What follows belongs to an exercise in optimizing a design on an open flow for small area; a production flow would make more cautious choices.
Function was checked by simulation only, so behaviour that the tests miss may differ from the original.
Power is estimated from default activity; no workload was simulated.

==> module fifo_tx, before the edit <==
module fifo_tx (
    input  wire       clk_i,
    input  wire       reset_i,
    input  wire       wr_en_i,
    input  wire [7:0] wr_data_i,
    output wire       full_o,
    input  wire       rd_i,
    output wire [7:0] rd_data_o,
    output wire       empty_o,
    input  wire [4:0] threshold_i,
    output wire       threshold_o
);
  reg [7:0] ring[0:31];
  reg [5:0] cnt_q;   
  reg ring_has_q;   
  reg [4:0] head_q;   
  reg [4:0] tgt_q;   
  reg [7:0] dl[0:3];   
  reg [3:0] dv_q;   
  wire push = wr_en_i & ~cnt_q[5];
  wire pop = rd_i & ~empty_o;
  assign full_o = cnt_q[5];
  assign empty_o = (cnt_q == 6'd0);
  assign threshold_o = cnt_q[4:0] > threshold_i;
  always_ff @(posedge clk_i)
    if (reset_i) cnt_q <= 6'd0;
    else if (push & ~pop) cnt_q <= cnt_q + 6'd1;
    else if (pop & ~push) cnt_q <= cnt_q - 6'd1;
  wire ring_has = ring_has_q;
  wire pop_ring = pop & ring_has;
  wire pop_dl = pop & ~ring_has;
  wire [1:0] old_idx = dv_q[3] ? 2'd3 : dv_q[2] ? 2'd2 : dv_q[1] ? 2'd1 : 2'd0;
  wire dl_has = |dv_q;
  wire [7:0] dl_old = dl[old_idx];
  wire aligned = ~ring_has | (tgt_q[1:0] == 2'b00);
  wire ins = aligned & dl_has & ~pop_dl;
  wire [2:0] ins_pt = ring_has ? tgt_q[4:2] : 3'd0;
  wire take = ins | pop_dl;
  always_ff @(posedge clk_i)
    if (reset_i) ring_has_q <= 1'b0;
    else ring_has_q <= ins | (ring_has & ~(pop_ring & (head_q == tgt_q)));
  always_ff @(posedge clk_i)
    if (!ring_has) begin
      head_q <= 5'd0;
      tgt_q  <= 5'd0;
    end else begin
      if (!pop_ring) head_q <= head_q + 5'd1;
      if (!ins) tgt_q <= tgt_q + 5'd1;
    end
  always_ff @(posedge clk_i)
    if (reset_i) dv_q <= 4'd0;
    else begin
      dv_q[0] <= push;
      dv_q[1] <= dv_q[0] & ~(take & (old_idx == 2'd0));
      dv_q[2] <= dv_q[1] & ~(take & (old_idx == 2'd1));
      dv_q[3] <= dv_q[2] & ~(take & (old_idx == 2'd2));
    end
  always_ff @(posedge clk_i) begin
    dl[0] <= wr_data_i;
    dl[1] <= dl[0];
    dl[2] <= dl[1];
    dl[3] <= dl[2];
  end
  integer p;
  always_ff @(posedge clk_i)
    for (p = 0; p < 32; p = p + 1)
      if (p % 4 == 0 && ins && ins_pt == p / 4) ring[p] <= dl_old;
      else ring[p] <= ring[(p+31)%32];
  wire [3:0] dlo = 4'b1 << head_q[2:1];
  wire [3:0] dhi = 4'b1 << head_q[4:3];
  reg [7:0] rh;
  integer k;
  always_comb begin
    rh = 8'd0;
    for (k = 0; k < 16; k = k + 1) rh = rh | (ring[2*k] & {8{dlo[k%4] & dhi[k/4]}});
  end
  reg [7:0] hb_q;
  always_ff @(posedge clk_i)
    if (ring_has ? ~head_q[0] : dl_has) hb_q <= ring_has ? rh : dl_old;
  assign rd_data_o = hb_q;
endmodule
==> module fifo_rx, before the edit <==
module fifo_rx (
    input  wire       clk_i,
    input  wire       reset_i,
    input  wire       wr_en_i,
    input  wire [7:0] wr_data_i,
    output wire       full_o,
    input  wire       rd_i,
    output wire [7:0] rd_data_o,
    output wire       empty_o,
    input  wire [4:0] threshold_i,
    output wire       threshold_o
);
  reg [7:0] ring[0:31];
  reg [5:0] cnt_q;   
  reg pend_q;   
  reg ring_has_q;   
  reg [4:0] head_q;   
  reg [4:0] tgt_q;   
  wire push = wr_en_i & ~cnt_q[5];
  wire pop = rd_i & ~empty_o;
  assign full_o = cnt_q[5];
  assign empty_o = (cnt_q == 6'd0);
  assign threshold_o = cnt_q[4:0] > threshold_i;
  always_ff @(posedge clk_i)
    if (reset_i) cnt_q <= 6'd0;
    else if (push & ~pop) cnt_q <= cnt_q + 6'd1;
    else if (pop & ~push) cnt_q <= cnt_q - 6'd1;
  wire ring_has = ring_has_q;
  wire pop_ring = pop & ring_has;
  wire pop_pend = pop & ~ring_has;
  wire aligned = ~ring_has | (tgt_q[1:0] == 2'b00);
  wire ins = aligned & (pend_q | push) & ~pop_pend;
  wire [2:0] ins_pt = ring_has ? tgt_q[4:2] : 3'd0;
  always_ff @(posedge clk_i)
    if (reset_i) pend_q <= 1'b0;
    else pend_q <= (pend_q | push) & ~ins & ~pop_pend;
  always_ff @(posedge clk_i)
    if (reset_i) ring_has_q <= 1'b0;
    else ring_has_q <= ins | (ring_has & ~(pop_ring & (head_q == tgt_q)));
  always_ff @(posedge clk_i)
    if (!ring_has) begin
      head_q <= 5'd0;
      tgt_q  <= 5'd0;
    end else begin
      if (!pop_ring) head_q <= head_q + 5'd1;
      if (!ins) tgt_q <= tgt_q + 5'd1;
    end
  integer p;
  always_ff @(posedge clk_i)
    for (p = 0; p < 32; p = p + 1)
      if (p % 4 == 0 && ins && ins_pt == p / 4) ring[p] <= wr_data_i;
      else ring[p] <= ring[(p+31)%32];
  wire [3:0] dlo = 4'b1 << head_q[1:0];
  wire [7:0] dhi = 8'b1 << head_q[4:2];
  reg [7:0] rh;
  integer k;
  always_comb begin
    rh = 8'd0;
    for (k = 0; k < 32; k = k + 1) rh = rh | (ring[k] & {8{dlo[k%4] & dhi[k/4]}});
  end
  assign rd_data_o = ring_has ? rh : wr_data_i;
endmodule
export LEC_CHECK = 0
export ABC_AREA = 1
export CAP_MARGIN = 20
export CORE_MARGIN = 2
export CORE_UTILIZATION = 65
export PLACE_DENSITY = 0.75
export SLEW_MARGIN = 20
create_clock -name core_clock -period 8.0 [get_ports {uart_clock_i}]
standard.sh (not shown) runs the stock make flow with config.mk's settings and CLKGATE_MAP_FILE= SYNTH_SCRIPT=/design/flow/synth_recipe.tcl, a recipe that flattens the netlist after the stock synthesis.
==> flow/flow/run.sh <==
#!/bin/bash
# Own layout flow: the standard ORFS flow with four changes.
#  1. Synthesis maps logic with an area-oriented ABC script (flow/abc_area.script,
#     selected by ABC_AREA=1 in config.mk). Everything before ABC, including
#     flip-flop mapping and register names, is the standard synthesis.
#  2. CTS without dummy loads, with clkbuf_4 buffers and small sink clusters.
#  3. Port buffers use sky130_fd_sc_hd__buf_1.
#  4. Global placement keeps timing-driven net weights but drops the buffers
#     its virtual repair would insert (the design has ample setup slack).
set -euo pipefail
W="$(cd "$(dirname "${BASH_SOURCE[0]}")/.." && pwd)"
cd "$W"

# ORFS scripts with only the ABC area script replaced, for synthesis
rm -rf "$W/synth_scripts"
cp -r "$FLOW_HOME/scripts" "$W/synth_scripts"
cp "$W/flow/abc_area.script" "$W/synth_scripts/abc_area.script"
SCRIPTS_DIR="$W/synth_scripts" bash standard.sh synth > "$W/synth.log" 2>&1

export CTS_ARGS="-sink_clustering_enable -repair_clock_nets -dont_use_dummy_load -sink_clustering_size 10 -sink_clustering_max_diameter 40 -buf_list sky130_fd_sc_hd__clkbuf_4"
export BUFFER_PORTS_ARGS="-buffer_cell sky130_fd_sc_hd__buf_1"
export GPL_KEEP_OVERFLOW=0
bash standard.sh > "$W/layout.log" 2>&1
==> flow/flow/abc_area.script <==
&get -n
&st
&deepsyn -T 150 -S 7
&deepsyn -T 150 -S 3
&dch -f
&nf -p -R 1000 -F 10 -A 10 -C 32
&put
topo
==> next run, changes <==
--- a/flow/design.v
+++ b/flow/design.v
@@ -13,12 +13,12 @@
   reg [7:0] ring[0:31];
   reg [5:0] cnt_q;   
   reg ring_has_q;   
   reg [4:0] head_q;   
   reg [4:0] tgt_q;   
-  reg [7:0] dl[0:3];   
-  reg [3:0] dv_q;   
+  reg [7:0] dl[0:2];   
+  reg [2:0] dv_q;   
   wire push = wr_en_i & ~cnt_q[5];
   wire pop = rd_i & ~empty_o;
   assign full_o = cnt_q[5];
   assign empty_o = (cnt_q == 6'd0);
   assign threshold_o = cnt_q[4:0] > threshold_i;
@@ -27,17 +27,19 @@
     else if (push & ~pop) cnt_q <= cnt_q + 6'd1;
     else if (pop & ~push) cnt_q <= cnt_q - 6'd1;
   wire ring_has = ring_has_q;
   wire pop_ring = pop & ring_has;
   wire pop_dl = pop & ~ring_has;
-  wire [1:0] old_idx = dv_q[3] ? 2'd3 : dv_q[2] ? 2'd2 : dv_q[1] ? 2'd1 : 2'd0;
+  wire [1:0] old_idx = dv_q[2] ? 2'd2 : dv_q[1] ? 2'd1 : 2'd0;
   wire dl_has = |dv_q;
   wire [7:0] dl_old = dl[old_idx];
   wire aligned = ~ring_has | (tgt_q[1:0] == 2'b00);
-  wire ins = aligned & dl_has & ~pop_dl;
+  wire ins = aligned & (dl_has | push) & ~pop_dl;
+  wire direct = ins & ~dl_has;
+  wire [7:0] ins_data = dl_has ? dl_old : wr_data_i;
   wire [2:0] ins_pt = ring_has ? tgt_q[4:2] : 3'd0;
-  wire take = ins | pop_dl;
+  wire take = (ins & dl_has) | pop_dl;
   always_ff @(posedge clk_i)
     if (reset_i) ring_has_q <= 1'b0;
     else ring_has_q <= ins | (ring_has & ~(pop_ring & (head_q == tgt_q)));
   always_ff @(posedge clk_i)
     if (!ring_has) begin
@@ -46,27 +48,25 @@
     end else begin
       if (!pop_ring) head_q <= head_q + 5'd1;
       if (!ins) tgt_q <= tgt_q + 5'd1;
     end
   always_ff @(posedge clk_i)
-    if (reset_i) dv_q <= 4'd0;
+    if (reset_i) dv_q <= 3'd0;
     else begin
-      dv_q[0] <= push;
+      dv_q[0] <= push & ~direct;
       dv_q[1] <= dv_q[0] & ~(take & (old_idx == 2'd0));
       dv_q[2] <= dv_q[1] & ~(take & (old_idx == 2'd1));
-      dv_q[3] <= dv_q[2] & ~(take & (old_idx == 2'd2));
     end
   always_ff @(posedge clk_i) begin
     dl[0] <= wr_data_i;
     dl[1] <= dl[0];
     dl[2] <= dl[1];
-    dl[3] <= dl[2];
   end
   integer p;
   always_ff @(posedge clk_i)
     for (p = 0; p < 32; p = p + 1)
-      if (p % 4 == 0 && ins && ins_pt == p / 4) ring[p] <= dl_old;
+      if (p % 4 == 0 && ins && ins_pt == p / 4) ring[p] <= ins_data;
       else ring[p] <= ring[(p+31)%32];
   wire [3:0] dlo = 4'b1 << head_q[2:1];
   wire [3:0] dhi = 4'b1 << head_q[4:3];
   reg [7:0] rh;
   integer k;
@@ -90,24 +90,21 @@
     output wire       empty_o,
     input  wire [4:0] threshold_i,
     output wire       threshold_o
 );
   reg [7:0] ring[0:31];
-  reg [5:0] cnt_q;   
   reg pend_q;   
   reg ring_has_q;   
   reg [4:0] head_q;   
   reg [4:0] tgt_q;   
-  wire push = wr_en_i & ~cnt_q[5];
+  wire [4:0] rlast = head_q - tgt_q;   
+  wire [5:0] cnt = ring_has_q ? {1'b0, rlast} + 6'd1 + {5'd0, pend_q} : {5'd0, pend_q};
+  wire push = wr_en_i & ~cnt[5];
   wire pop = rd_i & ~empty_o;
-  assign full_o = cnt_q[5];
-  assign empty_o = (cnt_q == 6'd0);
-  assign threshold_o = cnt_q[4:0] > threshold_i;
-  always_ff @(posedge clk_i)
-    if (reset_i) cnt_q <= 6'd0;
-    else if (push & ~pop) cnt_q <= cnt_q + 6'd1;
-    else if (pop & ~push) cnt_q <= cnt_q - 6'd1;
+  assign full_o = cnt[5];
+  assign empty_o = ~ring_has_q & ~pend_q;
+  assign threshold_o = cnt[4:0] > threshold_i;
   wire ring_has = ring_has_q;
   wire pop_ring = pop & ring_has;
   wire pop_pend = pop & ~ring_has;
   wire aligned = ~ring_has | (tgt_q[1:0] == 2'b00);
   wire ins = aligned & (pend_q | push) & ~pop_pend;
@@ -129,19 +126,21 @@
   integer p;
   always_ff @(posedge clk_i)
     for (p = 0; p < 32; p = p + 1)
       if (p % 4 == 0 && ins && ins_pt == p / 4) ring[p] <= wr_data_i;
       else ring[p] <= ring[(p+31)%32];
-  wire [3:0] dlo = 4'b1 << head_q[1:0];
-  wire [7:0] dhi = 8'b1 << head_q[4:2];
-  reg [7:0] rh;
+  wire [3:0] dlo = 4'b1 << head_q[2:1];
+  wire [3:0] dhi = 4'b1 << head_q[4:3];
+  reg [7:0] tap;   
   integer k;
   always_comb begin
-    rh = 8'd0;
-    for (k = 0; k < 32; k = k + 1) rh = rh | (ring[k] & {8{dlo[k%4] & dhi[k/4]}});
+    tap = 8'd0;
+    for (k = 0; k < 16; k = k + 1) tap = tap | (ring[2*k] & {8{dlo[k%4] & dhi[k/4]}});
   end
-  assign rd_data_o = ring_has ? rh : wr_data_i;
+  reg [7:0] hc_q;
+  always_ff @(posedge clk_i) hc_q <= tap;
+  assign rd_data_o = ring_has ? (head_q[0] ? hc_q : tap) : wr_data_i;
 endmodule
 module tl_skdbf #(
     parameter DW = 8
 ) (
     input  wire          clk_i,
Clock skew decreases by 66 ps.
Worst setup slack improved by 54 ps.
Combinational power barely changes.
Fmax increases by 1.2%.
Design area decreases by 3.5%.
Critical path depth increases by 1.
Area after synthesis decreases by 3.5%.
Via count decreases by 9.7%.
Flip-flop and latch count decreases by 7.
Global-route usage decreases by 2.8 points.
Clock-buffer cell count decreases by 4.
Hold slack improved by 8.0 ps.
Clock power decreases by about 4%.
Total power decreases by 2.3%.

static timing again, ports no longer ideal:
In the flow no input, the clock included, has a driving cell. The finished layouts below were timed again as built, in two steps. Step 1: set_driving_cell puts a clkbuf_16 on uart_clock_i and a buf_2 on each other input, an assumption about the parent block. Step 2 times the ports against the registers' clock, not the clock port: input delays grow and output delays shrink by t, the midpoint of the rising clock arrivals with the driver on. Three values: ideal ports, drivers, drivers and shift; two values: the first two.
| run | t, ns | setup slack, ns | worst hold slack (ns) | worst setup path after step 2 | slew at the worst register clock pin (ns) |
|---|---|---|---|---|---|
| the first run | 0.831 | 3.412 / 3.434 / 2.603 | 0.297 / 0.297 / 0.297 | input to register | 0.11 / 0.11 |
| the second run | 0.799 | 3.466 / 3.490 / 2.691 | 0.305 / 0.305 / 0.305 | input to register | 0.11 / 0.11 |
After both steps setup and hold are still met in every run listed. The setup slack of the first run, which loses most, moves by +0.022 ns with the drivers and by -0.809 ns with both steps.
